Context: an optimization exercise on an open-source flow, tuned for small area. The choices shown serve that exercise and are no tape-out recipe.
The RTL was checked by simulation tests, not by an equivalence proof against the original design.
Power and IR drop assume default switching activity.

--- design.v ---
`timescale 1ns/10ps
module CannyEdge(dAddrRegRow, dAddrRegCol, bWE, bCE, InData, OutData,
	OPMode, bOPEnable, dReadReg, dWriteReg,	clk, rst_b);
input 	[2:0]	dAddrRegRow, dAddrRegCol;
input		bWE, bCE;
input 	[7:0] 	InData;
output 	[7:0] 	OutData;
reg     [7:0] 	OutData;
input 	[2:0]	OPMode;
input 		bOPEnable;
input 	[3:0]	dReadReg, dWriteReg;
input		clk, rst_b;
wire cmd_wr = rst_b & ~bCE & ~bWE;
wire cmd_rd = rst_b & ~bCE &  bWE;
wire cmd_op = rst_b &  bCE & ~bOPEnable;
wire cmd_cl = bCE & bOPEnable;
wire op0 = cmd_op & (OPMode == 3'd0);
wire op1 = cmd_op & (OPMode == 3'd1);
wire op2 = cmd_op & (OPMode == 3'd2);
wire op3 = cmd_op & (OPMode == 3'd3);
reg [2:0] cnt;
always @(posedge clk or negedge rst_b)
	if (!rst_b)
		cnt <= 3'd0;
	else if (cmd_cl)
		cnt <= 3'd0;
	else if (cmd_op & ~cnt[2])
		cnt <= cnt + 3'd1;
wire [2:0] r = dAddrRegRow, c = dAddrRegCol;
wire [4:0] rs = { r[2], r[1] & r[0], r[1] & ~r[0], ~r[1] & r[0], ~(r[2] | r[1] | r[0]) };
wire [4:0] cs = { c[2], c[1] & c[0], c[1] & ~c[0], ~c[1] & c[0], ~(c[2] | c[1] | c[0]) };
wire [24:0] es;	 
genvar gi;
generate for (gi = 0; gi < 25; gi = gi + 1) begin : ge
	assign es[gi] = rs[gi/5] & cs[gi%5];
end endgenerate
wire wsx = (dWriteReg == 4'd0);
wire wsy = (dWriteReg == 4'd1);
wire wsz = ~wsx & ~wsy;
reg [7:0] X [0:24];
wire [7:0] Dz = InData & {8{~bCE}};	 
wire [24:0] clr;
generate for (gi = 0; gi < 25; gi = gi + 1) begin : gxr
	always @(posedge clk)
		if ((cmd_wr & wsx & es[gi]) | clr[gi])
			X[gi] <= Dz;
end endgenerate
reg [2:0] ycls;
always @(posedge clk)
	if (cmd_wr & wsy & es[6])
		ycls <= (InData == 8'd0)   ? 3'd0 :
		        (InData == 8'd45)  ? 3'd1 :
		        (InData == 8'd90)  ? 3'd2 :
		        (InData == 8'd135) ? 3'd3 : 3'd4;
wire y0 = (ycls == 3'd0), y45 = (ycls == 3'd1), y90 = (ycls == 3'd2),
     y135 = (ycls == 3'd3), yoth = ycls[2];
reg [12:0] zf;	 
generate for (gi = 0; gi < 13; gi = gi + 1) begin : gz
	if ((gi % 5) < 3) begin : u
		always @(posedge clk)
			if (cmd_wr & wsz & es[gi])
				zf[gi] <= (dWriteReg == 4'd2) & (InData == 8'd1);
	end else begin : n
		always @(*) zf[gi] = 1'b0;
	end
end endgenerate
wire [3:0] slot_rd = {es[24]|es[9]|es[23]|es[22]|es[18]|es[17],
                      es[20]|es[3]|es[21]|es[14]|es[16]|es[13],
                      es[4]|es[5]|es[19]|es[10]|es[8]|es[11],
                      es[0]|es[1]|es[15]|es[2]|es[6]|es[7]|es[12]};
wire [6:0] lane_rd = {es[12],
                   es[7]|es[11]|es[13]|es[17],
                   es[6]|es[8]|es[16]|es[18],
                   es[2]|es[10]|es[14]|es[22],
                   es[15]|es[19]|es[21]|es[23],
                   es[1]|es[3]|es[5]|es[9],
                   es[0]|es[4]|es[20]|es[24]};
wire [3:0] slot_op = {cnt == 3'd3, cnt == 3'd2, cnt == 3'd1, cnt == 3'd0};
wire [1:0] pq = {ycls[1] ^ OPMode[0], ycls[0]};
wire ph = cnt[0];
reg [3:0] slot_pr;
reg [6:0] lane_pr;	 
always @(*)
	case ({pq, ph})
	3'b000: begin slot_pr = 4'b0001; lane_pr = 7'b0100000; end	 
	3'b001: begin slot_pr = 4'b0010; lane_pr = 7'b0000010; end	 
	3'b010: begin slot_pr = 4'b0001; lane_pr = 7'b0001000; end	 
	3'b011: begin slot_pr = 4'b0010; lane_pr = 7'b0001000; end	 
	3'b100: begin slot_pr = 4'b0010; lane_pr = 7'b0100000; end	 
	3'b101: begin slot_pr = 4'b0001; lane_pr = 7'b0000010; end	 
	3'b110: begin slot_pr = 4'b0001; lane_pr = 7'b0000001; end	 
	default: begin slot_pr = 4'b0001; lane_pr = 7'b1000000; end	 
	endcase
wire [3:0] ss = ~bCE ? slot_rd : OPMode[1] ? slot_pr : slot_op;
wire [6:0] lsel = ~bCE ? lane_rd : (lane_pr & {7{~ycls[2]}});
function [7:0] m4; input [3:0] s; input [7:0] a, b, c, d;
	m4 = ({8{s[0]}} & a) | ({8{s[1]}} & b) | ({8{s[2]}} & c) | ({8{s[3]}} & d);
endfunction
wire [7:0] LA = m4(ss, X[0], X[4], X[20], X[24]);
wire [7:0] LB = m4(ss, X[1], X[5], X[3], X[9]);
wire [7:0] LC = m4(ss, X[15], X[19], X[21], X[23]);
wire [7:0] LD = m4(ss, X[2], X[10], X[14], X[22]);
wire [7:0] LE = m4(ss, X[6], X[8], X[16], X[18]);
wire [7:0] LF = m4(ss, X[7], X[11], X[13], X[17]);
wire [7:0] LG = {8{ss[0]}} & X[12];
wire [7:0] xr = ({8{lsel[0]}} & LA) | ({8{lsel[1]}} & LB) | ({8{lsel[2]}} & LC) |
                ({8{lsel[3]}} & LD) | ({8{lsel[4]}} & LE) | ({8{lsel[5]}} & LF) |
                ({8{lsel[6]}} & LG);
reg [14:0] gacc;
reg gcf;
wire gfirst = (cnt == 3'd0);
wire [14:0] gacc_in = gacc & {15{~gfirst}};
wire gcf_in = gcf & ~gfirst;
wire ga_1 = gacc_in[0] ^ LA[0] ^ LB[0];
wire ga_2 = (gacc_in[0] & LA[0]) | (gacc_in[0] & LB[0]) | (LA[0] & LB[0]);
wire ga_3 = LC[0] ^ LE[0] ^ ga_1;
wire ga_4 = (LC[0] & LE[0]) | (LC[0] & ga_1) | (LE[0] & ga_1);
wire ga_5 = gacc_in[1] ^ LA[1] ^ LB[1];
wire ga_6 = (gacc_in[1] & LA[1]) | (gacc_in[1] & LB[1]) | (LA[1] & LB[1]);
wire ga_7 = LB[0] ^ LC[1] ^ LC[0];
wire ga_8 = (LB[0] & LC[1]) | (LB[0] & LC[0]) | (LC[1] & LC[0]);
wire ga_9 = LE[1] ^ LE[0] ^ LF[0];
wire ga_10 = (LE[1] & LE[0]) | (LE[1] & LF[0]) | (LE[0] & LF[0]);
wire ga_11 = ga_2 ^ ga_5 ^ ga_7;
wire ga_12 = (ga_2 & ga_5) | (ga_2 & ga_7) | (ga_5 & ga_7);
wire ga_13 = ga_9 ^ ga_4 ^ ga_11;
wire ga_14 = (ga_9 & ga_4) | (ga_9 & ga_11) | (ga_4 & ga_11);
wire ga_15 = gacc_in[2] ^ LA[2] ^ LB[2];
wire ga_16 = (gacc_in[2] & LA[2]) | (gacc_in[2] & LB[2]) | (LA[2] & LB[2]);
wire ga_17 = LB[1] ^ LC[2] ^ LC[1];
wire ga_18 = (LB[1] & LC[2]) | (LB[1] & LC[1]) | (LC[2] & LC[1]);
wire ga_19 = LD[0] ^ LE[2] ^ LE[1];
wire ga_20 = (LD[0] & LE[2]) | (LD[0] & LE[1]) | (LE[2] & LE[1]);
wire ga_21 = LE[0] ^ LF[1] ^ ga_6;
wire ga_22 = (LE[0] & LF[1]) | (LE[0] & ga_6) | (LF[1] & ga_6);
wire ga_23 = ga_8 ^ ga_10 ^ ga_15;
wire ga_24 = (ga_8 & ga_10) | (ga_8 & ga_15) | (ga_10 & ga_15);
wire ga_25 = ga_17 ^ ga_19 ^ ga_12;
wire ga_26 = (ga_17 & ga_19) | (ga_17 & ga_12) | (ga_19 & ga_12);
wire ga_27 = ga_21 ^ ga_23 ^ ga_14;
wire ga_28 = (ga_21 & ga_23) | (ga_21 & ga_14) | (ga_23 & ga_14);
wire ga_29 = gacc_in[3] ^ LA[3] ^ LB[3];
wire ga_30 = (gacc_in[3] & LA[3]) | (gacc_in[3] & LB[3]) | (LA[3] & LB[3]);
wire ga_31 = LB[2] ^ LC[3] ^ LC[2];
wire ga_32 = (LB[2] & LC[3]) | (LB[2] & LC[2]) | (LC[3] & LC[2]);
wire ga_33 = LD[1] ^ LE[3] ^ LE[2];
wire ga_34 = (LD[1] & LE[3]) | (LD[1] & LE[2]) | (LE[3] & LE[2]);
wire ga_35 = LE[1] ^ LF[2] ^ LF[0];
wire ga_36 = (LE[1] & LF[2]) | (LE[1] & LF[0]) | (LF[2] & LF[0]);
wire ga_37 = ga_16 ^ ga_18 ^ ga_20;
wire ga_38 = (ga_16 & ga_18) | (ga_16 & ga_20) | (ga_18 & ga_20);
wire ga_39 = ga_29 ^ ga_31 ^ ga_33;
wire ga_40 = (ga_29 & ga_31) | (ga_29 & ga_33) | (ga_31 & ga_33);
wire ga_41 = ga_35 ^ ga_22 ^ ga_24;
wire ga_42 = (ga_35 & ga_22) | (ga_35 & ga_24) | (ga_22 & ga_24);
wire ga_43 = ga_37 ^ ga_39 ^ ga_26;
wire ga_44 = (ga_37 & ga_39) | (ga_37 & ga_26) | (ga_39 & ga_26);
wire ga_45 = ga_41 ^ ga_28 ^ ga_43;
wire ga_46 = (ga_41 & ga_28) | (ga_41 & ga_43) | (ga_28 & ga_43);
wire ga_47 = gacc_in[4] ^ LA[4] ^ LB[4];
wire ga_48 = (gacc_in[4] & LA[4]) | (gacc_in[4] & LB[4]) | (LA[4] & LB[4]);
wire ga_49 = LB[3] ^ LC[4] ^ LC[3];
wire ga_50 = (LB[3] & LC[4]) | (LB[3] & LC[3]) | (LC[4] & LC[3]);
wire ga_51 = LD[2] ^ LE[4] ^ LE[3];
wire ga_52 = (LD[2] & LE[4]) | (LD[2] & LE[3]) | (LE[4] & LE[3]);
wire ga_53 = LE[2] ^ LF[3] ^ LF[1];
wire ga_54 = (LE[2] & LF[3]) | (LE[2] & LF[1]) | (LF[3] & LF[1]);
wire ga_55 = LG[0] ^ ga_30 ^ ga_32;
wire ga_56 = (LG[0] & ga_30) | (LG[0] & ga_32) | (ga_30 & ga_32);
wire ga_57 = ga_34 ^ ga_36 ^ ga_47;
wire ga_58 = (ga_34 & ga_36) | (ga_34 & ga_47) | (ga_36 & ga_47);
wire ga_59 = ga_49 ^ ga_51 ^ ga_53;
wire ga_60 = (ga_49 & ga_51) | (ga_49 & ga_53) | (ga_51 & ga_53);
wire ga_61 = ga_38 ^ ga_40 ^ ga_55;
wire ga_62 = (ga_38 & ga_40) | (ga_38 & ga_55) | (ga_40 & ga_55);
wire ga_63 = ga_57 ^ ga_59 ^ ga_42;
wire ga_64 = (ga_57 & ga_59) | (ga_57 & ga_42) | (ga_59 & ga_42);
wire ga_65 = ga_61 ^ ga_44 ^ ga_63;
wire ga_66 = (ga_61 & ga_44) | (ga_61 & ga_63) | (ga_44 & ga_63);
wire ga_67 = gacc_in[5] ^ LA[5] ^ LB[5];
wire ga_68 = (gacc_in[5] & LA[5]) | (gacc_in[5] & LB[5]) | (LA[5] & LB[5]);
wire ga_69 = LB[4] ^ LC[5] ^ LC[4];
wire ga_70 = (LB[4] & LC[5]) | (LB[4] & LC[4]) | (LC[5] & LC[4]);
wire ga_71 = LD[3] ^ LE[5] ^ LE[4];
wire ga_72 = (LD[3] & LE[5]) | (LD[3] & LE[4]) | (LE[5] & LE[4]);
wire ga_73 = LE[3] ^ LF[4] ^ LF[2];
wire ga_74 = (LE[3] & LF[4]) | (LE[3] & LF[2]) | (LF[4] & LF[2]);
wire ga_75 = LG[1] ^ ga_48 ^ ga_50;
wire ga_76 = (LG[1] & ga_48) | (LG[1] & ga_50) | (ga_48 & ga_50);
wire ga_77 = ga_52 ^ ga_54 ^ ga_67;
wire ga_78 = (ga_52 & ga_54) | (ga_52 & ga_67) | (ga_54 & ga_67);
wire ga_79 = ga_69 ^ ga_71 ^ ga_73;
wire ga_80 = (ga_69 & ga_71) | (ga_69 & ga_73) | (ga_71 & ga_73);
wire ga_81 = ga_56 ^ ga_58 ^ ga_60;
wire ga_82 = (ga_56 & ga_58) | (ga_56 & ga_60) | (ga_58 & ga_60);
wire ga_83 = ga_75 ^ ga_77 ^ ga_79;
wire ga_84 = (ga_75 & ga_77) | (ga_75 & ga_79) | (ga_77 & ga_79);
wire ga_85 = ga_62 ^ ga_81 ^ ga_83;
wire ga_86 = (ga_62 & ga_81) | (ga_62 & ga_83) | (ga_81 & ga_83);
wire ga_87 = ga_64 ^ ga_85 ^ ga_66;
wire ga_88 = (ga_64 & ga_85) | (ga_64 & ga_66) | (ga_85 & ga_66);
wire ga_89 = gacc_in[6] ^ LA[6] ^ LB[6];
wire ga_90 = (gacc_in[6] & LA[6]) | (gacc_in[6] & LB[6]) | (LA[6] & LB[6]);
wire ga_91 = LB[5] ^ LC[6] ^ LC[5];
wire ga_92 = (LB[5] & LC[6]) | (LB[5] & LC[5]) | (LC[6] & LC[5]);
wire ga_93 = LD[4] ^ LE[6] ^ LE[5];
wire ga_94 = (LD[4] & LE[6]) | (LD[4] & LE[5]) | (LE[6] & LE[5]);
wire ga_95 = LE[4] ^ LF[5] ^ LF[3];
wire ga_96 = (LE[4] & LF[5]) | (LE[4] & LF[3]) | (LF[5] & LF[3]);
wire ga_97 = LG[2] ^ ga_68 ^ ga_70;
wire ga_98 = (LG[2] & ga_68) | (LG[2] & ga_70) | (ga_68 & ga_70);
wire ga_99 = ga_72 ^ ga_74 ^ ga_89;
wire ga_100 = (ga_72 & ga_74) | (ga_72 & ga_89) | (ga_74 & ga_89);
wire ga_101 = ga_91 ^ ga_93 ^ ga_95;
wire ga_102 = (ga_91 & ga_93) | (ga_91 & ga_95) | (ga_93 & ga_95);
wire ga_103 = ga_76 ^ ga_78 ^ ga_80;
wire ga_104 = (ga_76 & ga_78) | (ga_76 & ga_80) | (ga_78 & ga_80);
wire ga_105 = ga_97 ^ ga_99 ^ ga_101;
wire ga_106 = (ga_97 & ga_99) | (ga_97 & ga_101) | (ga_99 & ga_101);
wire ga_107 = ga_82 ^ ga_84 ^ ga_103;
wire ga_108 = (ga_82 & ga_84) | (ga_82 & ga_103) | (ga_84 & ga_103);
wire ga_109 = ga_105 ^ ga_86 ^ ga_107;
wire ga_110 = (ga_105 & ga_86) | (ga_105 & ga_107) | (ga_86 & ga_107);
wire ga_111 = gacc_in[7] ^ LA[7] ^ LB[7];
wire ga_112 = (gacc_in[7] & LA[7]) | (gacc_in[7] & LB[7]) | (LA[7] & LB[7]);
wire ga_113 = LB[6] ^ LC[7] ^ LC[6];
wire ga_114 = (LB[6] & LC[7]) | (LB[6] & LC[6]) | (LC[7] & LC[6]);
wire ga_115 = LD[5] ^ LE[7] ^ LE[6];
wire ga_116 = (LD[5] & LE[7]) | (LD[5] & LE[6]) | (LE[7] & LE[6]);
wire ga_117 = LE[5] ^ LF[6] ^ LF[4];
wire ga_118 = (LE[5] & LF[6]) | (LE[5] & LF[4]) | (LF[6] & LF[4]);
wire ga_119 = LG[3] ^ ga_90 ^ ga_92;
wire ga_120 = (LG[3] & ga_90) | (LG[3] & ga_92) | (ga_90 & ga_92);
wire ga_121 = ga_94 ^ ga_96 ^ ga_111;
wire ga_122 = (ga_94 & ga_96) | (ga_94 & ga_111) | (ga_96 & ga_111);
wire ga_123 = ga_113 ^ ga_115 ^ ga_117;
wire ga_124 = (ga_113 & ga_115) | (ga_113 & ga_117) | (ga_115 & ga_117);
wire ga_125 = ga_98 ^ ga_100 ^ ga_102;
wire ga_126 = (ga_98 & ga_100) | (ga_98 & ga_102) | (ga_100 & ga_102);
wire ga_127 = ga_119 ^ ga_121 ^ ga_123;
wire ga_128 = (ga_119 & ga_121) | (ga_119 & ga_123) | (ga_121 & ga_123);
wire ga_129 = ga_104 ^ ga_106 ^ ga_125;
wire ga_130 = (ga_104 & ga_106) | (ga_104 & ga_125) | (ga_106 & ga_125);
wire ga_131 = ga_127 ^ ga_108 ^ ga_129;
wire ga_132 = (ga_127 & ga_108) | (ga_127 & ga_129) | (ga_108 & ga_129);
wire ga_133 = gacc_in[8] ^ LB[7] ^ LC[7];
wire ga_134 = (gacc_in[8] & LB[7]) | (gacc_in[8] & LC[7]) | (LB[7] & LC[7]);
wire ga_135 = LD[6] ^ LE[7] ^ LE[6];
wire ga_136 = (LD[6] & LE[7]) | (LD[6] & LE[6]) | (LE[7] & LE[6]);
wire ga_137 = LF[7] ^ LF[5] ^ LG[4];
wire ga_138 = (LF[7] & LF[5]) | (LF[7] & LG[4]) | (LF[5] & LG[4]);
wire ga_139 = gcf_in ^ ga_112 ^ ga_114;
wire ga_140 = (gcf_in & ga_112) | (gcf_in & ga_114) | (ga_112 & ga_114);
wire ga_141 = ga_116 ^ ga_118 ^ ga_133;
wire ga_142 = (ga_116 & ga_118) | (ga_116 & ga_133) | (ga_118 & ga_133);
wire ga_143 = ga_135 ^ ga_137 ^ ga_120;
wire ga_144 = (ga_135 & ga_137) | (ga_135 & ga_120) | (ga_137 & ga_120);
wire ga_145 = ga_122 ^ ga_124 ^ ga_139;
wire ga_146 = (ga_122 & ga_124) | (ga_122 & ga_139) | (ga_124 & ga_139);
wire ga_147 = ga_141 ^ ga_126 ^ ga_143;
wire ga_148 = (ga_141 & ga_126) | (ga_141 & ga_143) | (ga_126 & ga_143);
wire ga_149 = ga_128 ^ ga_145 ^ ga_130;
wire ga_150 = (ga_128 & ga_145) | (ga_128 & ga_130) | (ga_145 & ga_130);
wire ga_151 = ga_147 ^ ga_132 ^ ga_149;
wire ga_152 = (ga_147 & ga_132) | (ga_147 & ga_149) | (ga_132 & ga_149);
wire ga_153 = gacc_in[9] ^ LD[7] ^ LE[7];
wire ga_154 = (gacc_in[9] & LD[7]) | (gacc_in[9] & LE[7]) | (LD[7] & LE[7]);
wire ga_155 = LF[6] ^ LG[5] ^ ga_134;
wire ga_156 = (LF[6] & LG[5]) | (LF[6] & ga_134) | (LG[5] & ga_134);
wire ga_157 = ga_136 ^ ga_138 ^ ga_153;
wire ga_158 = (ga_136 & ga_138) | (ga_136 & ga_153) | (ga_138 & ga_153);
wire ga_159 = ga_140 ^ ga_142 ^ ga_155;
wire ga_160 = (ga_140 & ga_142) | (ga_140 & ga_155) | (ga_142 & ga_155);
wire ga_161 = ga_157 ^ ga_144 ^ ga_146;
wire ga_162 = (ga_157 & ga_144) | (ga_157 & ga_146) | (ga_144 & ga_146);
wire ga_163 = ga_159 ^ ga_148 ^ ga_161;
wire ga_164 = (ga_159 & ga_148) | (ga_159 & ga_161) | (ga_148 & ga_161);
wire ga_165 = ga_150 ^ ga_163 ^ ga_152;
wire ga_166 = (ga_150 & ga_163) | (ga_150 & ga_152) | (ga_163 & ga_152);
wire ga_167 = gacc_in[10] ^ LF[7] ^ LG[6];
wire ga_168 = (gacc_in[10] & LF[7]) | (gacc_in[10] & LG[6]) | (LF[7] & LG[6]);
wire ga_169 = ga_154 ^ ga_167 ^ ga_156;
wire ga_170 = (ga_154 & ga_167) | (ga_154 & ga_156) | (ga_167 & ga_156);
wire ga_171 = ga_158 ^ ga_160 ^ ga_169;
wire ga_172 = (ga_158 & ga_160) | (ga_158 & ga_169) | (ga_160 & ga_169);
wire ga_173 = ga_162 ^ ga_171 ^ ga_164;
wire ga_174 = (ga_162 & ga_171) | (ga_162 & ga_164) | (ga_171 & ga_164);
wire ga_175 = gacc_in[11] ^ LG[7] ^ ga_168;
wire ga_176 = (gacc_in[11] & LG[7]) | (gacc_in[11] & ga_168) | (LG[7] & ga_168);
wire ga_177 = ga_175 ^ ga_170 ^ ga_172;
wire ga_178 = (ga_175 & ga_170) | (ga_175 & ga_172) | (ga_170 & ga_172);
wire ga_179 = gacc_in[12] ^ ga_176 ^ ga_178;
wire ga_180 = (gacc_in[12] & ga_176) | (gacc_in[12] & ga_178) | (ga_176 & ga_178);
wire ga_181 = ga_25 ^ ga_27;
wire ga_182 = ga_25 & ga_27;
wire ga_183 = ga_45 ^ ga_182;
wire ga_184 = ga_45 & ga_182;
wire ga_185 = ga_46 ^ ga_65 ^ ga_184;
wire ga_186 = (ga_46 & ga_65) | (ga_46 & ga_184) | (ga_65 & ga_184);
wire ga_187 = ga_87 ^ ga_186;
wire ga_188 = ga_87 & ga_186;
wire ga_189 = ga_109 ^ ga_88 ^ ga_188;
wire ga_190 = (ga_109 & ga_88) | (ga_109 & ga_188) | (ga_88 & ga_188);
wire ga_191 = ga_110 ^ ga_131 ^ ga_190;
wire ga_192 = (ga_110 & ga_131) | (ga_110 & ga_190) | (ga_131 & ga_190);
wire ga_193 = ga_173 ^ ga_166;
wire ga_194 = ga_173 & ga_166;
wire ga_195 = ga_177 ^ ga_174 ^ ga_194;
wire ga_196 = (ga_177 & ga_174) | (ga_177 & ga_194) | (ga_174 & ga_194);
wire ga_197 = ga_179 ^ ga_196;
wire ga_198 = ga_179 & ga_196;
wire ga_199 = gacc_in[13] ^ ga_180 ^ ga_198;
wire ga_200 = (gacc_in[13] & ga_180) | (gacc_in[13] & ga_198) | (ga_180 & ga_198);
wire ga_201 = gacc_in[14] ^ ga_200;
wire ga_202 = gacc_in[14] & ga_200;
wire [14:0] gnext = {ga_201, ga_199, ga_197, ga_195, ga_193, ga_165, ga_151, ga_191, ga_189, ga_187, ga_185, ga_183, ga_181, ga_13, ga_3};
wire gcf_next = ga_192;
always @(posedge clk) if (op0 & ~cnt[2]) begin
	gacc <= gnext;
	gcf <= gcf_next;
end
wire [7:0] gf = {gacc[14:8] + {6'd0, gcf}, gacc[7]};
wire [7:0] X0 = X[0], X1 = X[1], X2 = X[2], X5 = X[5], X7 = X[7], X10 = X[10], X11 = X[11], X12 = X[12];
wire sb_1 = X2[0] ^ ~X10[0] ^ 1'b1;
wire sb_2 = (X2[0] & ~X10[0]) | (X2[0] & 1'b1) | (~X10[0] & 1'b1);
wire sb_3 = X2[1] ^ ~X10[1] ^ sb_2;
wire sb_4 = (X2[1] & ~X10[1]) | (X2[1] & sb_2) | (~X10[1] & sb_2);
wire sb_5 = X2[2] ^ ~X10[2] ^ sb_4;
wire sb_6 = (X2[2] & ~X10[2]) | (X2[2] & sb_4) | (~X10[2] & sb_4);
wire sb_7 = X2[3] ^ ~X10[3] ^ sb_6;
wire sb_8 = (X2[3] & ~X10[3]) | (X2[3] & sb_6) | (~X10[3] & sb_6);
wire sb_9 = X2[4] ^ ~X10[4] ^ sb_8;
wire sb_10 = (X2[4] & ~X10[4]) | (X2[4] & sb_8) | (~X10[4] & sb_8);
wire sb_11 = X2[5] ^ ~X10[5] ^ sb_10;
wire sb_12 = (X2[5] & ~X10[5]) | (X2[5] & sb_10) | (~X10[5] & sb_10);
wire sb_13 = X2[6] ^ ~X10[6] ^ sb_12;
wire sb_14 = (X2[6] & ~X10[6]) | (X2[6] & sb_12) | (~X10[6] & sb_12);
wire sb_15 = X2[7] ^ ~X10[7] ^ sb_14;
wire sb_16 = (X2[7] & ~X10[7]) | (X2[7] & sb_14) | (~X10[7] & sb_14);
wire sb_17 = 1'b1 ^ sb_16;
wire [8:0] sS = {sb_17, sb_15, sb_13, sb_11, sb_9, sb_7, sb_5, sb_3, sb_1};
wire sb_19 = X12[0] ^ ~X0[0] ^ 1'b1;
wire sb_20 = (X12[0] & ~X0[0]) | (X12[0] & 1'b1) | (~X0[0] & 1'b1);
wire sb_21 = X12[1] ^ ~X0[1] ^ sb_20;
wire sb_22 = (X12[1] & ~X0[1]) | (X12[1] & sb_20) | (~X0[1] & sb_20);
wire sb_23 = X12[2] ^ ~X0[2] ^ sb_22;
wire sb_24 = (X12[2] & ~X0[2]) | (X12[2] & sb_22) | (~X0[2] & sb_22);
wire sb_25 = X12[3] ^ ~X0[3] ^ sb_24;
wire sb_26 = (X12[3] & ~X0[3]) | (X12[3] & sb_24) | (~X0[3] & sb_24);
wire sb_27 = X12[4] ^ ~X0[4] ^ sb_26;
wire sb_28 = (X12[4] & ~X0[4]) | (X12[4] & sb_26) | (~X0[4] & sb_26);
wire sb_29 = X12[5] ^ ~X0[5] ^ sb_28;
wire sb_30 = (X12[5] & ~X0[5]) | (X12[5] & sb_28) | (~X0[5] & sb_28);
wire sb_31 = X12[6] ^ ~X0[6] ^ sb_30;
wire sb_32 = (X12[6] & ~X0[6]) | (X12[6] & sb_30) | (~X0[6] & sb_30);
wire sb_33 = X12[7] ^ ~X0[7] ^ sb_32;
wire sb_34 = (X12[7] & ~X0[7]) | (X12[7] & sb_32) | (~X0[7] & sb_32);
wire sb_35 = 1'b1 ^ sb_34;
wire [8:0] sT = {sb_35, sb_33, sb_31, sb_29, sb_27, sb_25, sb_23, sb_21, sb_19};
wire sb_37 = X7[0] ^ ~X5[0] ^ 1'b1;
wire sb_38 = (X7[0] & ~X5[0]) | (X7[0] & 1'b1) | (~X5[0] & 1'b1);
wire sb_39 = X7[1] ^ ~X5[1] ^ sb_38;
wire sb_40 = (X7[1] & ~X5[1]) | (X7[1] & sb_38) | (~X5[1] & sb_38);
wire sb_41 = X7[2] ^ ~X5[2] ^ sb_40;
wire sb_42 = (X7[2] & ~X5[2]) | (X7[2] & sb_40) | (~X5[2] & sb_40);
wire sb_43 = X7[3] ^ ~X5[3] ^ sb_42;
wire sb_44 = (X7[3] & ~X5[3]) | (X7[3] & sb_42) | (~X5[3] & sb_42);
wire sb_45 = X7[4] ^ ~X5[4] ^ sb_44;
wire sb_46 = (X7[4] & ~X5[4]) | (X7[4] & sb_44) | (~X5[4] & sb_44);
wire sb_47 = X7[5] ^ ~X5[5] ^ sb_46;
wire sb_48 = (X7[5] & ~X5[5]) | (X7[5] & sb_46) | (~X5[5] & sb_46);
wire sb_49 = X7[6] ^ ~X5[6] ^ sb_48;
wire sb_50 = (X7[6] & ~X5[6]) | (X7[6] & sb_48) | (~X5[6] & sb_48);
wire sb_51 = X7[7] ^ ~X5[7] ^ sb_50;
wire sb_52 = (X7[7] & ~X5[7]) | (X7[7] & sb_50) | (~X5[7] & sb_50);
wire sb_53 = 1'b1 ^ sb_52;
wire [8:0] sU = {sb_53, sb_51, sb_49, sb_47, sb_45, sb_43, sb_41, sb_39, sb_37};
wire sb_55 = X1[0] ^ ~X11[0] ^ 1'b1;
wire sb_56 = (X1[0] & ~X11[0]) | (X1[0] & 1'b1) | (~X11[0] & 1'b1);
wire sb_57 = X1[1] ^ ~X11[1] ^ sb_56;
wire sb_58 = (X1[1] & ~X11[1]) | (X1[1] & sb_56) | (~X11[1] & sb_56);
wire sb_59 = X1[2] ^ ~X11[2] ^ sb_58;
wire sb_60 = (X1[2] & ~X11[2]) | (X1[2] & sb_58) | (~X11[2] & sb_58);
wire sb_61 = X1[3] ^ ~X11[3] ^ sb_60;
wire sb_62 = (X1[3] & ~X11[3]) | (X1[3] & sb_60) | (~X11[3] & sb_60);
wire sb_63 = X1[4] ^ ~X11[4] ^ sb_62;
wire sb_64 = (X1[4] & ~X11[4]) | (X1[4] & sb_62) | (~X11[4] & sb_62);
wire sb_65 = X1[5] ^ ~X11[5] ^ sb_64;
wire sb_66 = (X1[5] & ~X11[5]) | (X1[5] & sb_64) | (~X11[5] & sb_64);
wire sb_67 = X1[6] ^ ~X11[6] ^ sb_66;
wire sb_68 = (X1[6] & ~X11[6]) | (X1[6] & sb_66) | (~X11[6] & sb_66);
wire sb_69 = X1[7] ^ ~X11[7] ^ sb_68;
wire sb_70 = (X1[7] & ~X11[7]) | (X1[7] & sb_68) | (~X11[7] & sb_68);
wire sb_71 = 1'b1 ^ sb_70;
wire [8:0] sV = {sb_71, sb_69, sb_67, sb_65, sb_63, sb_61, sb_59, sb_57, sb_55};
wire sb_73 = sS[0] ^ sT[0];
wire sb_74 = sS[0] & sT[0];
wire sb_75 = sU[0] ^ sb_74 ^ sS[1];
wire sb_76 = (sU[0] & sb_74) | (sU[0] & sS[1]) | (sb_74 & sS[1]);
wire sb_77 = sT[1] ^ sb_75;
wire sb_78 = sT[1] & sb_75;
wire sb_79 = sU[1] ^ sS[2] ^ sT[2];
wire sb_80 = (sU[1] & sS[2]) | (sU[1] & sT[2]) | (sS[2] & sT[2]);
wire sb_81 = sb_76 ^ sb_78 ^ sb_79;
wire sb_82 = (sb_76 & sb_78) | (sb_76 & sb_79) | (sb_78 & sb_79);
wire sb_83 = sU[2] ^ sS[3] ^ sT[3];
wire sb_84 = (sU[2] & sS[3]) | (sU[2] & sT[3]) | (sS[3] & sT[3]);
wire sb_85 = sb_80 ^ sb_82 ^ sb_83;
wire sb_86 = (sb_80 & sb_82) | (sb_80 & sb_83) | (sb_82 & sb_83);
wire sb_87 = sU[3] ^ sS[4] ^ sT[4];
wire sb_88 = (sU[3] & sS[4]) | (sU[3] & sT[4]) | (sS[4] & sT[4]);
wire sb_89 = sb_84 ^ sb_86 ^ sb_87;
wire sb_90 = (sb_84 & sb_86) | (sb_84 & sb_87) | (sb_86 & sb_87);
wire sb_91 = sU[4] ^ sS[5] ^ sT[5];
wire sb_92 = (sU[4] & sS[5]) | (sU[4] & sT[5]) | (sS[5] & sT[5]);
wire sb_93 = sb_88 ^ sb_90 ^ sb_91;
wire sb_94 = (sb_88 & sb_90) | (sb_88 & sb_91) | (sb_90 & sb_91);
wire sb_95 = sU[5] ^ sS[6] ^ sT[6];
wire sb_96 = (sU[5] & sS[6]) | (sU[5] & sT[6]) | (sS[6] & sT[6]);
wire sb_97 = sb_92 ^ sb_94 ^ sb_95;
wire sb_98 = (sb_92 & sb_94) | (sb_92 & sb_95) | (sb_94 & sb_95);
wire sb_99 = sU[6] ^ sS[7] ^ sT[7];
wire sb_100 = (sU[6] & sS[7]) | (sU[6] & sT[7]) | (sS[7] & sT[7]);
wire sb_101 = sb_96 ^ sb_98 ^ sb_99;
wire sb_102 = (sb_96 & sb_98) | (sb_96 & sb_99) | (sb_98 & sb_99);
wire sb_103 = sU[7] ^ ~sS[8] ^ ~sT[8];
wire sb_104 = (sU[7] & ~sS[8]) | (sU[7] & ~sT[8]) | (~sS[8] & ~sT[8]);
wire sb_105 = sb_100 ^ sb_103 ^ sb_102;
wire sb_106 = (sb_100 & sb_103) | (sb_100 & sb_102) | (sb_103 & sb_102);
wire sb_107 = ~sU[8] ^ sb_104 ^ sb_106;
wire sb_108 = (~sU[8] & sb_104) | (~sU[8] & sb_106) | (sb_104 & sb_106);
wire sb_109 = 1'b1 ^ sb_108;
wire [10:0] gx = {sb_109, sb_107, sb_105, sb_101, sb_97, sb_93, sb_89, sb_85, sb_81, sb_77, sb_73};
wire sb_111 = 1'b1 ^ sS[0] ^ ~sT[0];
wire sb_112 = (1'b1 & sS[0]) | (1'b1 & ~sT[0]) | (sS[0] & ~sT[0]);
wire sb_113 = sV[0] ^ sS[1] ^ ~sT[1];
wire sb_114 = (sV[0] & sS[1]) | (sV[0] & ~sT[1]) | (sS[1] & ~sT[1]);
wire sb_115 = sb_112 ^ sb_113;
wire sb_116 = sb_112 & sb_113;
wire sb_117 = sV[1] ^ sS[2] ^ ~sT[2];
wire sb_118 = (sV[1] & sS[2]) | (sV[1] & ~sT[2]) | (sS[2] & ~sT[2]);
wire sb_119 = sb_114 ^ sb_116 ^ sb_117;
wire sb_120 = (sb_114 & sb_116) | (sb_114 & sb_117) | (sb_116 & sb_117);
wire sb_121 = sV[2] ^ sS[3] ^ ~sT[3];
wire sb_122 = (sV[2] & sS[3]) | (sV[2] & ~sT[3]) | (sS[3] & ~sT[3]);
wire sb_123 = sb_118 ^ sb_120 ^ sb_121;
wire sb_124 = (sb_118 & sb_120) | (sb_118 & sb_121) | (sb_120 & sb_121);
wire sb_125 = sV[3] ^ sS[4] ^ ~sT[4];
wire sb_126 = (sV[3] & sS[4]) | (sV[3] & ~sT[4]) | (sS[4] & ~sT[4]);
wire sb_127 = sb_122 ^ sb_124 ^ sb_125;
wire sb_128 = (sb_122 & sb_124) | (sb_122 & sb_125) | (sb_124 & sb_125);
wire sb_129 = sV[4] ^ sS[5] ^ ~sT[5];
wire sb_130 = (sV[4] & sS[5]) | (sV[4] & ~sT[5]) | (sS[5] & ~sT[5]);
wire sb_131 = sb_126 ^ sb_128 ^ sb_129;
wire sb_132 = (sb_126 & sb_128) | (sb_126 & sb_129) | (sb_128 & sb_129);
wire sb_133 = sV[5] ^ sS[6] ^ ~sT[6];
wire sb_134 = (sV[5] & sS[6]) | (sV[5] & ~sT[6]) | (sS[6] & ~sT[6]);
wire sb_135 = sb_130 ^ sb_132 ^ sb_133;
wire sb_136 = (sb_130 & sb_132) | (sb_130 & sb_133) | (sb_132 & sb_133);
wire sb_137 = sV[6] ^ sS[7] ^ ~sT[7];
wire sb_138 = (sV[6] & sS[7]) | (sV[6] & ~sT[7]) | (sS[7] & ~sT[7]);
wire sb_139 = sb_134 ^ sb_136 ^ sb_137;
wire sb_140 = (sb_134 & sb_136) | (sb_134 & sb_137) | (sb_136 & sb_137);
wire sb_141 = sV[7] ^ ~sS[8] ^ sT[8];
wire sb_142 = (sV[7] & ~sS[8]) | (sV[7] & sT[8]) | (~sS[8] & sT[8]);
wire sb_143 = sb_138 ^ sb_141 ^ sb_140;
wire sb_144 = (sb_138 & sb_141) | (sb_138 & sb_140) | (sb_141 & sb_140);
wire sb_145 = ~sV[8] ^ sb_142 ^ sb_144;
wire sb_146 = (~sV[8] & sb_142) | (~sV[8] & sb_144) | (sb_142 & sb_144);
wire sb_147 = 1'b1 ^ sb_146;
wire [10:0] gy = {sb_147, sb_145, sb_143, sb_139, sb_135, sb_131, sb_127, sb_123, sb_119, sb_115, sb_111};
reg sx, sy;
always @(posedge clk) begin sx <= gx[10]; sy <= gy[10]; end
wire [9:0] axp = gx[9:0] ^ {10{sx}};
wire [9:0] ayp = gy[9:0] ^ {10{sy}};
wire sb_149 = axp[0] ^ ayp[0] ^ sx;
wire sb_150 = (axp[0] & ayp[0]) | (axp[0] & sx) | (ayp[0] & sx);
wire sb_151 = sy ^ sb_149;
wire sb_152 = sy & sb_149;
wire sb_153 = axp[1] ^ ayp[1] ^ sb_150;
wire sb_154 = (axp[1] & ayp[1]) | (axp[1] & sb_150) | (ayp[1] & sb_150);
wire sb_155 = sb_152 ^ sb_153;
wire sb_156 = sb_152 & sb_153;
wire sb_157 = axp[2] ^ ayp[2] ^ sb_154;
wire sb_158 = (axp[2] & ayp[2]) | (axp[2] & sb_154) | (ayp[2] & sb_154);
wire sb_159 = sb_156 ^ sb_157;
wire sb_160 = sb_156 & sb_157;
wire sb_161 = axp[3] ^ ayp[3] ^ sb_158;
wire sb_162 = (axp[3] & ayp[3]) | (axp[3] & sb_158) | (ayp[3] & sb_158);
wire sb_163 = sb_160 ^ sb_161;
wire sb_164 = sb_160 & sb_161;
wire sb_165 = axp[4] ^ ayp[4] ^ sb_162;
wire sb_166 = (axp[4] & ayp[4]) | (axp[4] & sb_162) | (ayp[4] & sb_162);
wire sb_167 = sb_164 ^ sb_165;
wire sb_168 = sb_164 & sb_165;
wire sb_169 = axp[5] ^ ayp[5] ^ sb_166;
wire sb_170 = (axp[5] & ayp[5]) | (axp[5] & sb_166) | (ayp[5] & sb_166);
wire sb_171 = sb_168 ^ sb_169;
wire sb_172 = sb_168 & sb_169;
wire sb_173 = axp[6] ^ ayp[6] ^ sb_170;
wire sb_174 = (axp[6] & ayp[6]) | (axp[6] & sb_170) | (ayp[6] & sb_170);
wire sb_175 = sb_172 ^ sb_173;
wire sb_176 = sb_172 & sb_173;
wire sb_177 = axp[7] ^ ayp[7] ^ sb_174;
wire sb_178 = (axp[7] & ayp[7]) | (axp[7] & sb_174) | (ayp[7] & sb_174);
wire sb_179 = sb_176 ^ sb_177;
wire sb_180 = sb_176 & sb_177;
wire sb_181 = axp[8] ^ ayp[8] ^ sb_178;
wire sb_182 = (axp[8] & ayp[8]) | (axp[8] & sb_178) | (ayp[8] & sb_178);
wire sb_183 = sb_180 ^ sb_181;
wire sb_184 = sb_180 & sb_181;
wire sb_185 = axp[9] ^ ayp[9] ^ sb_182;
wire sb_186 = (axp[9] & ayp[9]) | (axp[9] & sb_182) | (ayp[9] & sb_182);
wire sb_187 = sb_184 ^ sb_185;
wire sb_188 = sb_184 & sb_185;
wire sb_189 = sb_186 ^ sb_188;
wire [10:0] gsum2 = {sb_189, sb_187, sb_183, sb_179, sb_175, sb_171, sb_167, sb_163, sb_159, sb_155, sb_151};
wire sb_191 = axp[0] ^ sx;
wire sb_192 = axp[0] & sx;
wire sb_193 = axp[1] ^ ~ayp[0] ^ ~sy;
wire sb_194 = (axp[1] & ~ayp[0]) | (axp[1] & ~sy) | (~ayp[0] & ~sy);
wire sb_195 = sb_192 ^ sb_193;
wire sb_196 = sb_192 & sb_193;
wire sb_197 = axp[2] ^ ~ayp[1] ^ sb_194;
wire sb_198 = (axp[2] & ~ayp[1]) | (axp[2] & sb_194) | (~ayp[1] & sb_194);
wire sb_199 = sb_196 ^ sb_197;
wire sb_200 = sb_196 & sb_197;
wire sb_201 = axp[3] ^ ~ayp[2] ^ sb_198;
wire sb_202 = (axp[3] & ~ayp[2]) | (axp[3] & sb_198) | (~ayp[2] & sb_198);
wire sb_203 = sb_200 ^ sb_201;
wire sb_204 = sb_200 & sb_201;
wire sb_205 = axp[4] ^ ~ayp[3] ^ sb_202;
wire sb_206 = (axp[4] & ~ayp[3]) | (axp[4] & sb_202) | (~ayp[3] & sb_202);
wire sb_207 = sb_204 ^ sb_205;
wire sb_208 = sb_204 & sb_205;
wire sb_209 = axp[5] ^ ~ayp[4] ^ sb_206;
wire sb_210 = (axp[5] & ~ayp[4]) | (axp[5] & sb_206) | (~ayp[4] & sb_206);
wire sb_211 = sb_208 ^ sb_209;
wire sb_212 = sb_208 & sb_209;
wire sb_213 = axp[6] ^ ~ayp[5] ^ sb_210;
wire sb_214 = (axp[6] & ~ayp[5]) | (axp[6] & sb_210) | (~ayp[5] & sb_210);
wire sb_215 = sb_212 ^ sb_213;
wire sb_216 = sb_212 & sb_213;
wire sb_217 = axp[7] ^ ~ayp[6] ^ sb_214;
wire sb_218 = (axp[7] & ~ayp[6]) | (axp[7] & sb_214) | (~ayp[6] & sb_214);
wire sb_219 = sb_216 ^ sb_217;
wire sb_220 = sb_216 & sb_217;
wire sb_221 = axp[8] ^ ~ayp[7] ^ sb_218;
wire sb_222 = (axp[8] & ~ayp[7]) | (axp[8] & sb_218) | (~ayp[7] & sb_218);
wire sb_223 = sb_220 ^ sb_221;
wire sb_224 = sb_220 & sb_221;
wire sb_225 = axp[9] ^ ~ayp[8] ^ sb_222;
wire sb_226 = (axp[9] & ~ayp[8]) | (axp[9] & sb_222) | (~ayp[8] & sb_222);
wire sb_227 = sb_224 ^ sb_225;
wire sb_228 = sb_224 & sb_225;
wire sb_229 = ~ayp[9] ^ sb_226 ^ sb_228;
wire sb_230 = (~ayp[9] & sb_226) | (~ayp[9] & sb_228) | (sb_226 & sb_228);
wire sb_231 = 1'b1 ^ sb_230;
wire [11:0] dd = {sb_231, sb_229, sb_227, sb_223, sb_219, sb_215, sb_211, sb_207, sb_203, sb_199, sb_195, sb_191};
wire sb_233 = axp[0] ^ sx ^ dd[2];
wire sb_234 = (axp[0] & sx) | (axp[0] & dd[2]) | (sx & dd[2]);
wire sb_235 = axp[1] ^ dd[3] ^ sb_234;
wire sb_236 = (axp[1] & dd[3]) | (axp[1] & sb_234) | (dd[3] & sb_234);
wire sb_237 = axp[2] ^ dd[4] ^ sb_236;
wire sb_238 = (axp[2] & dd[4]) | (axp[2] & sb_236) | (dd[4] & sb_236);
wire sb_239 = axp[3] ^ dd[5] ^ sb_238;
wire sb_240 = (axp[3] & dd[5]) | (axp[3] & sb_238) | (dd[5] & sb_238);
wire sb_241 = axp[4] ^ dd[6] ^ sb_240;
wire sb_242 = (axp[4] & dd[6]) | (axp[4] & sb_240) | (dd[6] & sb_240);
wire sb_243 = axp[5] ^ dd[7] ^ sb_242;
wire sb_244 = (axp[5] & dd[7]) | (axp[5] & sb_242) | (dd[7] & sb_242);
wire sb_245 = axp[6] ^ dd[8] ^ sb_244;
wire sb_246 = (axp[6] & dd[8]) | (axp[6] & sb_244) | (dd[8] & sb_244);
wire sb_247 = axp[7] ^ dd[9] ^ sb_246;
wire sb_248 = (axp[7] & dd[9]) | (axp[7] & sb_246) | (dd[9] & sb_246);
wire sb_249 = axp[8] ^ sb_248 ^ dd[10];
wire sb_250 = (axp[8] & sb_248) | (axp[8] & dd[10]) | (sb_248 & dd[10]);
wire sb_251 = axp[9] ^ 1'b1 ^ ~dd[11];
wire sb_252 = (axp[9] & 1'b1) | (axp[9] & ~dd[11]) | (1'b1 & ~dd[11]);
wire sb_253 = sb_250 ^ sb_251;
wire sb_254 = sb_250 & sb_251;
wire sb_255 = 1'b1 ^ sb_252 ^ sb_254;
wire sb_256 = (1'b1 & sb_252) | (1'b1 & sb_254) | (sb_252 & sb_254);
wire sb_257 = 1'b1 ^ sb_256;
wire [13:0] ee = {sb_257, sb_255, sb_253, sb_249, sb_247, sb_245, sb_243, sb_241, sb_239, sb_237, sb_235, sb_233, dd[1], dd[0]};
wire le1 = ~dd[11];	 
wire le5 = ~ee[13];	 
reg [7:0] r_grad;
reg [1:0] r_dir;	 
always @(posedge clk) if (op1) begin
	r_grad <= gsum2[10:3];
	r_dir  <= le1 ? 2'd0 : le5 ? ((sx == sy) ? 2'd1 : 2'd3) : 2'd2;
end
function hi; input [7:0] v; hi = (v >= 8'd15); endfunction
wire ge6 = (X[6] >= xr);	 
wire hin = hi(xr);		 
reg nf;			 
always @(posedge clk) nf <= OPMode[0] ? hin : ge6;
wire at1 = (cnt == 3'd1);
wire keep = ~ycls[2] & nf & ge6;
wire nms = op2 & at1;
assign clr[7]  = nms & keep & (ycls[1:0] == 2'd0);
assign clr[5]  = nms & keep & (ycls[1:0] == 2'd0);
assign clr[2]  = nms & keep & (ycls[1:0] == 2'd1);
assign clr[10] = nms & keep & (ycls[1:0] == 2'd1);
assign clr[11] = nms & keep & (ycls[1:0] == 2'd2);
assign clr[1]  = nms & keep & (ycls[1:0] == 2'd2);
assign clr[0]  = nms & keep & (ycls[1:0] == 2'd3);
assign clr[12] = nms & keep & (ycls[1:0] == 2'd3);
assign clr[6]  = nms & ~keep;
assign clr[3] = 1'b0; assign clr[4] = 1'b0; assign clr[8] = 1'b0; assign clr[9] = 1'b0;
generate for (gi = 13; gi < 25; gi = gi + 1) begin : gc
	assign clr[gi] = 1'b0;
end endgenerate
wire nb_z  = (y0 & (zf[1] | zf[11])) | (y45 & (zf[0] | zf[12])) |
             (y90 & (zf[5] | zf[7])) | (y135 & (zf[2] | zf[10])) | (yoth & zf[6]);
wire th = hi(X[6]) | (~(X[6] <= 8'd10) & (nf | hin | nb_z));
reg r_th;
always @(posedge clk) if (op3 & at1) r_th <= th;
wire [7:0] dirv = {r_dir == 2'd3, r_dir == 2'd2, r_dir == 2'd1, r_dir == 2'd2,
                   r_dir[0] ^ r_dir[1], r_dir[0], r_dir[1], r_dir[0]};
always @(posedge clk)
	if (cmd_rd)
		case (dReadReg)
		4'd0: OutData <= gf;
		4'd1: OutData <= r_grad;
		4'd2: OutData <= dirv;
		4'd3: OutData <= xr;
		4'd4: OutData <= {7'd0, r_th};
		default: OutData <= 8'd0;
		endcase
endmodule
--- run.sh ---
#!/bin/bash
# synth_recipe.tcl (not shown) runs the flow's synth.tcl, then flattens the netlist and writes it again
# the make line also repeats each setting of config.mk as NAME=value (left out here)
make -C /OpenROAD-flow-scripts/flow DESIGN_CONFIG=/design/flow/config.mk WORK_HOME=/design/flow/orfs CLKGATE_MAP_FILE= SYNTH_SCRIPT=/design/flow/synth_recipe.tcl finish
--- config.mk ---
export PLATFORM = sky130hd
export DESIGN_NAME = CannyEdge
export DESIGN_NICKNAME = CannyEdge
export VERILOG_FILES = /design/flow/design.v
export SDC_FILE = /design/flow/constraint.sdc
export NUM_CORES = 4
export LEC_CHECK = 0
export CAP_MARGIN = 20
export CORE_MARGIN = 2
export CORE_UTILIZATION = 70
export CTS_BUF_LIST = sky130_fd_sc_hd__clkbuf_8
export CTS_CLUSTER_DIAMETER = 60
export CTS_CLUSTER_SIZE = 12
export PLACE_DENSITY = 0.8
export SLEW_MARGIN = 20
--- constraint.sdc ---
create_clock -name core_clock -period 12.0 [get_ports {clk}]
set_input_delay 2.4000 -clock core_clock [delete_from_list [all_inputs] [get_ports {clk}]]
set_output_delay 2.4000 -clock core_clock [all_outputs]
set_load 0.01 [all_outputs]
==> results.txt, run 1 <==
- Across the routed clock network, the largest skew measured is 0.0528 ns.
- Clock latency on the worst-skew pair, taken at its later pin, is between 0.6 and 0.7 ns.
- Global routing used about a third of the available tracks.
- The clock period minus worst slack is ~9.6 ns.
- The worst-case clock buffer depth is 3.
- The final weighted congestion in routability-driven placement is approximately 1.0.
- Setup violations remaining at the end of the flow were counted as 0.
- Data arrives at the worst endpoint at 9.91 ns.
- Summed over all layers, the global routing overflow is 0.
- The detailed-router iteration count before antenna repair is 9.
- The biggest fanout along the worst timing path is 35.
- The netlist uses 85 different library cells.
- The total leakage power is 6.86 nW.
- The die width is 157 µm.
- The number of instances in the synthesized netlist is 1309.
- The placeable core area is between 20000 and 25000 µm².
- The completed layout was analyzed and its total power is between 0.003 and 0.004 W.
- The run finished with no timing, DRC or antenna violations.
- After synthesis, the most frequently instantiated cells are 247 x sky130_fd_sc_hd__edfxtp_1, 244 x sky130_fd_sc_hd__inv_1, 168 x sky130_fd_sc_hd__fa_1, 70 x sky130_fd_sc_hd__nor2_1, 69 x sky130_fd_sc_hd__nand2_1.
- The achievable clock frequency is 0.104 GHz.
- CTS built an H-tree with a depth of 1.
- For met3 alone, demand over resource in global routing was under 10%.
- In the post-synthesis netlist, the biggest area contributors are sky130_fd_sc_hd__edfxtp_1 45%, sky130_fd_sc_hd__fa_1 21%, sky130_fd_sc_hd__inv_1 5.6%.
- The die span in y is approximately 160 µm.
- The worst setup path is launched from an input pin.
- The initial antenna violation count is 0.
- The number of clock sinks is between 200 and 300.
- Of the post-synthesis cell area, the dominant cell type holds 45.2%.
- After clock tree synthesis, the clock-pin slew on the worst setup and hold paths is 0.08 ns.
- Counting flops with an async set or reset pin after synthesis yields a share of 1.19%.
- The synthesized design spends more area on one cell type than any other, namely sky130_fd_sc_hd__edfxtp_1.
- For the pin with the worst max-slew slack, the measured transition is 1.23 ns.
- For this design the ratio of total power to cell area is about 190 nW/µm².
- For this design the top-level I/O count stands at 38.
- Across the VDD grid, the largest voltage drop is roughly 240 µV.
- The initial core utilization is 70.5%.
- The number of filler cells placed in the layout is between 1000 and 1500.
- The number of nets in the synthesized netlist is 1556.
- The worst setup path is of the in -> reg kind.
- From synthesis to final layout, the design area changed by 7.10%.
- The count of buffers added by post-CTS timing repair for setup is 0.
- The number of nets in the final layout is 1589.
- The path class of the tightest hold or removal check is reg -> reg.
- The worst pin sits at a relative slew slack of approximately 18%.
- The pin count of the biggest net entering global routing is 42.
- In the routed design, unresolved DRC markers number 0.
- Setup repair after global routing left no endpoint under its margin.
- Global routing used 53.9% of the available met2 tracks.
- The cell area after synthesis is 16400 µm².
- The share of cells above drive strength 1 is 6.73%.
- The site row count is between 50 and 60.
- The post-route clock period utilization is 79.8%.
- STA classifies the critical path endpoint as a flip-flop.
- The number of global-route vias before repair is 10800.
- In the synthesized netlist the dominant register cell turns out to be sky130_fd_sc_hd__edfxtp_1.
- TritonCTS built the clock tree.
- Once detail routing completed, the nets flagged for antenna violations numbered 0.
- The busiest layer in global routing is met2.
- After detailed routing, the total wire length is 42.0 mm.
- The area enclosed by the die boundary is between 20000 and 25000 µm².
- The wire length of the first global-routing pass is 63.0 mm.
- The number of buffers added by the clock tree synthesis step is 28.
- For met1 alone, demand over resource in global routing was 48.5%.
- During synthesis, Yosys emitted a total of 2 warnings.
- The number of enable flip-flop cells after synthesis is 247.
- Sequential cells were found to cover between 40% and 50% of the synthesized design area.
- The average footprint of a synthesized cell is 12.5 µm².
- The final-report max-slew violation count is 0.
- The number of antenna diodes is 0.
- In this run, post-CTS hold repair placed 0 buffers.
- The number of violations reported at the end of detailed-routing iteration 0 is between 1000 and 1500.
- The most frequently used cell type in the post-synthesis netlist is sky130_fd_sc_hd__edfxtp_1.
- The post-detailed-route via-to-cell ratio is 6.42.
- The wire-length estimate of the detail-placed layout is 32.1 mm.
- The cell sitting at the root of the clock tree is a sky130_fd_sc_hd__clkbuf_8.
- During placement, the flow inserted port buffers numbering 37.
- The number of failing hold endpoints at the final stage is 0.
- Dividing the detail-routed wire length by the instance count gives about 25 µm.
- The worst path required time is 12.34 ns.
- The total via count in the routed design is 10700.
- Max-cap violations in this run came to 0.
- The synthesized design contains 253 register bits.
- The number of cells upsized or downsized after cts is 0.
- The final total negative setup slack is 0 ns.
==> power breakdown <==
| part | total, W | internal, W | leakage [nW] | switching [W] |
|---|---|---|---|---|
| Combinational | 0.00160 | 0.000669 | 4.45 | 0.000931 |
| Clock | 0.000565 | 0.000245 | 0.276 | 0.000320 |
| Sequential | 0.00114 | 0.00113 | 2.13 | 0.0000111 |
| Total | 0.00331 | 0.00205 | 6.86 | 0.00126 |
==> kinds of logic after synthesis <==
logic type                 after synthesis  synth area share [%]
DFF                                    253                  46.1
xor gates and xnor gates                37                  1.98
adders and majority gates              224                  24.7
buffers and inverters                  301                  7.54
muxes                                    7                 0.458
and+or+nand+nor                        245                  7.47
AOI/OAI and AO/OA                      242                  11.8
==> path summary, 6_finish.rpt <==
| path | start | endpoint | slack [ns] | cells past startpoint |
|---|---|---|---|---|
| worst min register to register | cnt[2]$_DFFE_PN0P_ | cnt[2]$_DFFE_PN0P_ | 0.59 | 2 |
| worst max register to register | X[12][0]$_DFFE_PP_ | r_dir[1]$_SDFFCE_PP0P_ | 3.25 | 26 |
| worst max-delay path | dAddrRegRow[0] | gacc[14]$_DFFE_PP_ | 2.43 | 24 |
| worst min-delay path | cnt[2]$_DFFE_PN0P_ | cnt[2]$_DFFE_PN0P_ | 0.59 | 2 |
| max in group asynchronous | rst_b | cnt[2]$_DFFE_PN0P_ | 9.78 | 1 |
| min in group asynchronous | rst_b | cnt[1]$_DFFE_PN0P_ | 1.99 | 1 |
==> cell usage in the layout (no fill, tap or decap), types with 9 or more instances in the layout <==
| master | n |
|---|---|
| sky130_fd_sc_hd__nand2_1 | 69 |
| sky130_fd_sc_hd__o22ai_1 | 14 |
| sky130_fd_sc_hd__nor3_1 | 15 |
| sky130_fd_sc_hd__nand3_1 | 11 |
| sky130_fd_sc_hd__nor2b_1 | 12 |
| sky130_fd_sc_hd__a221oi_1 | 15 |
| sky130_fd_sc_hd__nor2_1 | 69 |
| sky130_fd_sc_hd__clkbuf_8 | 28 |
| sky130_fd_sc_hd__a21oi_1 | 35 |
| sky130_fd_sc_hd__a211oi_1 | 9 |
| sky130_fd_sc_hd__a22o_1 | 41 |
| sky130_fd_sc_hd__nand2b_1 | 9 |
| sky130_fd_sc_hd__and2_1 | 13 |
| sky130_fd_sc_hd__clkdlybuf4s50_1 | 37 |
| sky130_fd_sc_hd__a22oi_1 | 10 |
| sky130_fd_sc_hd__inv_1 | 249 |
| sky130_fd_sc_hd__edfxtp_1 | 247 |
| sky130_fd_sc_hd__buf_4 | 22 |
| sky130_fd_sc_hd__a221o_1 | 17 |
| sky130_fd_sc_hd__ha_1 | 49 |
| sky130_fd_sc_hd__a21o_1 | 9 |
| sky130_fd_sc_hd__fa_1 | 168 |
| sky130_fd_sc_hd__xor2_1 | 22 |
| sky130_fd_sc_hd__xnor2_1 | 15 |
| sky130_fd_sc_hd__o21ai_0 | 15 |
| sky130_fd_sc_hd__a222oi_1 | 13 |
==> registers in the layout, indices dropped and copies added, names as in the netlist <==
| register | count |
|---|---|
| OutData | 8 |
| X | 200 |
| cnt | 3 |
| gacc | 15 |
| gcf | 1 |
| nf | 1 |
| r_dir | 2 |
| r_grad | 8 |
| r_th | 1 |
| sx | 1 |
| sy | 1 |
| ycls | 3 |
| zf | 9 |
==> worst max-delay path: stages <==
cell	delay (ns)
sky130_fd_sc_hd__clkdlybuf4s50_1	0.87
sky130_fd_sc_hd__or3_1	0.44
sky130_fd_sc_hd__a21oi_1	0.12
sky130_fd_sc_hd__o31a_1	0.34
sky130_fd_sc_hd__or2_1	0.42
sky130_fd_sc_hd__buf_4	0.36
sky130_fd_sc_hd__a222oi_1	0.48
sky130_fd_sc_hd__a21boi_0	0.33
sky130_fd_sc_hd__fa_1	0.50
sky130_fd_sc_hd__fa_1	0.44
sky130_fd_sc_hd__fa_1	0.53
sky130_fd_sc_hd__fa_1	0.48
sky130_fd_sc_hd__inv_1	0.09
sky130_fd_sc_hd__fa_1	0.17
sky130_fd_sc_hd__inv_1	0.05
sky130_fd_sc_hd__fa_1	0.40
sky130_fd_sc_hd__fa_1	0.38
sky130_fd_sc_hd__inv_1	0.07
sky130_fd_sc_hd__ha_1	0.15
sky130_fd_sc_hd__fa_1	0.17
sky130_fd_sc_hd__ha_1	0.14
sky130_fd_sc_hd__inv_1	0.05
sky130_fd_sc_hd__fa_1	0.37
sky130_fd_sc_hd__xor2_1	0.17
==> cell type report <==
type                       count  area (µm²)  area share, %
sequential                   253        7550           43.0
clock buffer                  28         385           2.19
multi-input combinational    755        7650           43.6
clock inverter                13         120          0.684
timing repair buffer          59         536           3.05
inverter                     245         920           5.24
tap                          319         399           2.27
==> per-stage QoR <==
| stage | utilization (%) | setup WS [ns] | area [µm²] | std cells | hold slack [ns] |
|---|---|---|---|---|---|
| 3_5_place_dp | 73.3 | 1.97 | 17100 | 1631 | 0.573 |
| 5_1_grt | 75.5 | 2.24 | 17600 | 1672 | 0.668 |
| 2_1_floorplan | - | 3.45 | 16400 | 1309 | 0.529 |
| 4_1_cts | 75.5 | 2.57 | 17600 | 1672 | 0.591 |
| 3_3_place_gp | 73.3 | 2.17 | 17000 | 1631 | 0.551 |
| 6_report | 75.5 | 2.43 | 17600 | 1672 | 0.595 |
==> layer usage <==
layer  up-vias  wire (µm)
li1       4607          -
met1      5296      15800
met2       676      18900
met3       152       5120
met4         0       2140
met5         -          0
==> run 2: changes to the inputs <==
--- a/config.mk
+++ b/config.mk
@@ -9,7 +9,7 @@
 export CORE_MARGIN = 2
 export CORE_UTILIZATION = 70
-export CTS_BUF_LIST = sky130_fd_sc_hd__clkbuf_8
-export CTS_CLUSTER_DIAMETER = 60
-export CTS_CLUSTER_SIZE = 12
+export CTS_BUF_LIST = sky130_fd_sc_hd__clkbuf_16
+export CTS_CLUSTER_DIAMETER = 100
+export CTS_CLUSTER_SIZE = 20
 export PLACE_DENSITY = 0.8
 export SLEW_MARGIN = 20
==> run 2 against run 1 <==
Global-route usage is 0.17 points lower. Still clean on timing, DRC and antenna. Maximum frequency is 1.1% lower. Critical endpoint unchanged. Largest cell class unchanged. Sequential share of layout area is 0.16 points higher.
==> results.txt, run 2 <==
- The start point of the worst hold path is cnt[2]$_DFFE_PN0P_ (unchanged).
- The die span in y is 157 µm (unchanged).
- The clock period minus worst slack is 9.68 ns (was 9.57 ns).
- The largest voltage drop on the vdd net is 282 µV (was 235 µV).
- The sequential share of power is 34.7% (was 34.6%).
- The achievable clock frequency is 0.103 GHz (was 0.104 GHz).
- The count of yosys warnings during synthesis is 2 (unchanged).
- The initial core utilization is 70.5% (unchanged).
- The combined global-route utilization of all metal layers is 35.1% (was 35.3%).
- The proportion of synthesized chip area in sequential cells is 46.1% (unchanged).
- The slew of the pin with the lowest slew margin came to 1.19 ns (was 1.23 ns).
- The switching share of power is 37.7% (was 38.1%).
- The endpoint with the worst hold slack was cnt[2]$_DFFE_PN0P_ (unchanged).
- The total design power came to 0.00330 W (was 0.00331 W).
- The number of nets in the final layout is 1577 (was 1589).
- The data arrival time of the worst path is 9.95 ns (was 9.91 ns).
- The clock root buffer is sky130_fd_sc_hd__clkbuf_16 (was sky130_fd_sc_hd__clkbuf_8).
- The total via count in the routed design is 10700 (about the same).
- Setup repair after global routing missed its margin: no (unchanged).
- The clock network power share is 16.3% (was 17.1%).
- The proportion of power drawn by combinational gates came to 49.0% (was 48.3%).
- The max-slew headroom at the worst pin was 20.9% (was 17.7%).
- The number of buffers added on ports is 37 (unchanged).
- The power density over the cells came to 188 nW/µm² (about the same).
- The highest-delay cell along the critical path is sky130_fd_sc_hd__clkdlybuf4s50_1 (unchanged).
- The average detailed-routed wire length per instance came to 25.3 µm (was 25.1 µm).
- The count of state elements after synthesis came to 253 (unchanged).
- The cell depth of the worst hold path is 2 (unchanged).
- The primary flip-flop cell chosen by synthesis mapping is sky130_fd_sc_hd__edfxtp_1 (unchanged).
- The count of buffers added by post-CTS timing repair for setup was 0 (unchanged).
- The total global routing overflow came to 0 (unchanged).
- The number of buffers added by the clock tree synthesis step is 16 (was 28).
- The worst clock skew is 0.0179 ns (was 0.0528 ns).
- The endpoint of the worst register-to-register path is r_dir[1]$_SDFFCE_PP0P_ (unchanged).
- The number of global-route vias before repair was 10700 (was 10800).
- The number of remaining DRC errors is 0 (unchanged).
- The worst-case clock buffer depth was 3 (unchanged).
- The net count after synthesis is 1556 (unchanged).
- The number of cells on the worst reg-to-reg path is 26 (unchanged).
- The register bank with the most flops is X (unchanged).
- The flip-flop count of the largest register, all copies and words added is 200 (unchanged).
- The die width is 157 µm (unchanged).
- The worst path required time is 12.27 ns (was 12.34 ns).
- The worst min-delay path category is reg -> reg (unchanged).
- Status: timing/DRC/antenna clean (unchanged).
- The internal power component came to 0.00205 W (about the same).
- Commonest cells after routing, fill and taps aside: 248 x sky130_fd_sc_hd__inv_1, 247 x sky130_fd_sc_hd__edfxtp_1, 168 x sky130_fd_sc_hd__fa_1 (was 249 x sky130_fd_sc_hd__inv_1, 247 x sky130_fd_sc_hd__edfxtp_1, 168 x sky130_fd_sc_hd__fa_1).
- The placeable core area is 23300 µm² (unchanged).
- The worst stage delay on the critical path is 0.87 ns (about the same).
- The cell with the most instances on the worst path is sky130_fd_sc_hd__fa_1 (unchanged).
- The source of the worst register-to-register timing path is X[12][0]$_DFFE_PP_ (unchanged).
- The power spent charging and discharging nets was 0.00124 W (was 0.00126 W).
- The kind of start point of the critical path is an input pin (unchanged).
- The site row count is 56 (unchanged).
- The biggest fanout along the worst timing path is 35 (unchanged).
- The post-detailed-route count of antenna-violating nets came to 0 (unchanged).
- The critical path class was in -> reg (unchanged).
- The area enclosed by the die boundary is 24700 µm² (unchanged).
- The clock slew seen by the registers of the worst setup and hold paths is 0.09 ns (was 0.08 ns).
- The pin count of the biggest net entering global routing was 42 (unchanged).
- The post-synthesis cell type with the largest combined area is sky130_fd_sc_hd__edfxtp_1 (unchanged).
- The share of cells above drive strength 1 is 5.47% (was 6.73%).
- The number of violations reported at the end of detailed-routing iteration 0 is 1407 (was 1432).
- The number of clock sinks was 253 (unchanged).
- The detailed-router iteration count before antenna repair was 8 (was 9).
- The number of cells upsized or downsized after cts is 0 (unchanged).
- The number of maximum-capacitance violations came to 0 (unchanged).
- The post-detailed-route via-to-cell ratio is 6.47 (was 6.42).
- Most instantiated cells after synthesis: 247 x sky130_fd_sc_hd__edfxtp_1, 244 x sky130_fd_sc_hd__inv_1, 168 x sky130_fd_sc_hd__fa_1, 70 x sky130_fd_sc_hd__nor2_1, 69 x sky130_fd_sc_hd__nand2_1 (unchanged).
- List of cells traversed by the critical path: clkdlybuf4s50_1 -> nand2b_1 -> a311oi_1 -> o31a_1 -> or2_1 -> buf_4 -> a222oi_1 -> a21boi_0 -> fa_1 -> fa_1 -> fa_1 -> fa_1 -> inv_1 -> fa_1 -> inv_1 -> fa_1 -> fa_1 -> inv_1 -> ha_1 -> fa_1 -> ha_1 -> inv_1 -> fa_1 -> xor2_1 (was clkdlybuf4s50_1 -> or3_1 -> a21oi_1 -> o31a_1 -> or2_1 -> buf_4 -> a222oi_1 -> a21boi_0 -> fa_1 -> fa_1 -> fa_1 -> fa_1 -> inv_1 -> fa_1 -> inv_1 -> fa_1 -> fa_1 -> inv_1 -> ha_1 -> fa_1 -> ha_1 -> inv_1 -> fa_1 -> xor2_1).
- The post-DP HPWL came to 32.1 mm (unchanged).
==> run 2: cell families (layout without fill, tap and decap cells) <==
group / Yosys count / after routing / share of synthesized area (%)
AO/OA/AOI/OAI: 242 / 242 / 11.8
XOR/XNOR: 37 / 37 / 1.98
adder cells (fa/ha/maj): 224 / 224 / 24.7
buffers and inverters: 301 / 326 / 7.54
flip-flops: 253 / 253 / 46.1
multiplexers: 7 / 7 / 0.458
AND/OR/NAND/NOR: 245 / 245 / 7.47
==> run 2: worst max path at each step <==
stage                         from            endpoint  cells past startpoint
finish              dAddrRegRow[0]  gacc[14]$_DFFE_PP_                     24
floorplan           dAddrRegCol[0]  gacc[14]$_DFFE_PP_                     27
global route        dAddrRegRow[1]  gacc[14]$_DFFE_PP_                     24
global placement    dAddrRegCol[0]  gacc[14]$_DFFE_PP_                     24
CTS                 dAddrRegRow[0]  gacc[14]$_DFFE_PP_                     24
detailed placement  dAddrRegRow[0]  gacc[14]$_DFFE_PP_                     24
==> run 2: stage by stage <==
step           hold WS, ns  area [µm²]  instances  setup slack [ns]  util, %
2_1_floorplan        0.529       16400       1309              3.45        -
3_3_place_gp         0.551       17000       1631              2.17     73.3
3_5_place_dp         0.573       17100       1631              1.97     73.3
4_1_cts              0.592       17500       1653              2.49     75.2
5_1_grt              0.668       17500       1653              2.18     75.2
6_report             0.596       17500       1653              2.32     75.2
==> run 2: cell type report <==
| type | count | area, µm² |
|---|---|---|
| clock inverter | 6 | 40.0 |
| sequential | 253 | 7550 |
| inverter | 245 | 920 |
| multi-input combinational | 755 | 7650 |
| tap | 319 | 399 |
| timing repair buffer | 59 | 536 |
| fill | 1474 | 5770 |
| clock buffer | 16 | 400 |
==> run 2: per-layer routing <==
metal  routed length, µm  global-route usage [%]
met3                5090                    8.95
met5                   0                       0
met2               18900                    54.6
met1               15700                    48.3
met4                2160                    14.2
==> run 2: critical path, delay by kind of cell <==
kind / cells / cell delay [ns]
fa+ha+maj: 11 / 3.74
buf+inv: 6 / 1.48
compound gates: 4 / 1.30
simple gates: 2 / 0.84
xor+xnor: 1 / 0.16
==> run 2: power groups by stage <==
stage               logic, W  clock network [W]  registers [W]
floorplan            0.00115                  0        0.00116
global placement     0.00142                  0        0.00116
detailed placement   0.00159                  0        0.00116
CTS                  0.00163           0.000531        0.00114
global route         0.00188           0.000560        0.00114
finish               0.00162           0.000537        0.00114

what the ideal ports hide:
How much do the figures lean on ideal ports? The routed layouts below were timed once more, with nothing changed but the port constraints. Step 1: set_driving_cell puts a clkbuf_16 on clk and a buf_2 on each other input, an assumption about the parent block. Step 2, shift: input delay + t, output delay - t, t = (earliest + latest rising clock arrival at the registers) / 2. This alone moves slack from input paths to output paths. Slacks: ideal / step 1 / step 2; pairs: ideal / step 1.
run	shift t [ns]	setup WS [ns]	latest minus earliest clock arrival (ns)	slew at the worst register clock pin (ns)	cell pins on the clock port's net
run 1	0.649	2.425 / 2.448 / 1.800	0.053 / 0.053	0.09 / 0.09	1
run 2	0.554	2.317 / 2.344 / 1.790	0.017 / 0.018	0.09 / 0.09	1
After both steps every run listed still meets setup and hold. The setup slack of run 1, which loses most, moves by +0.023 ns with the drivers and by -0.625 ns with both steps.
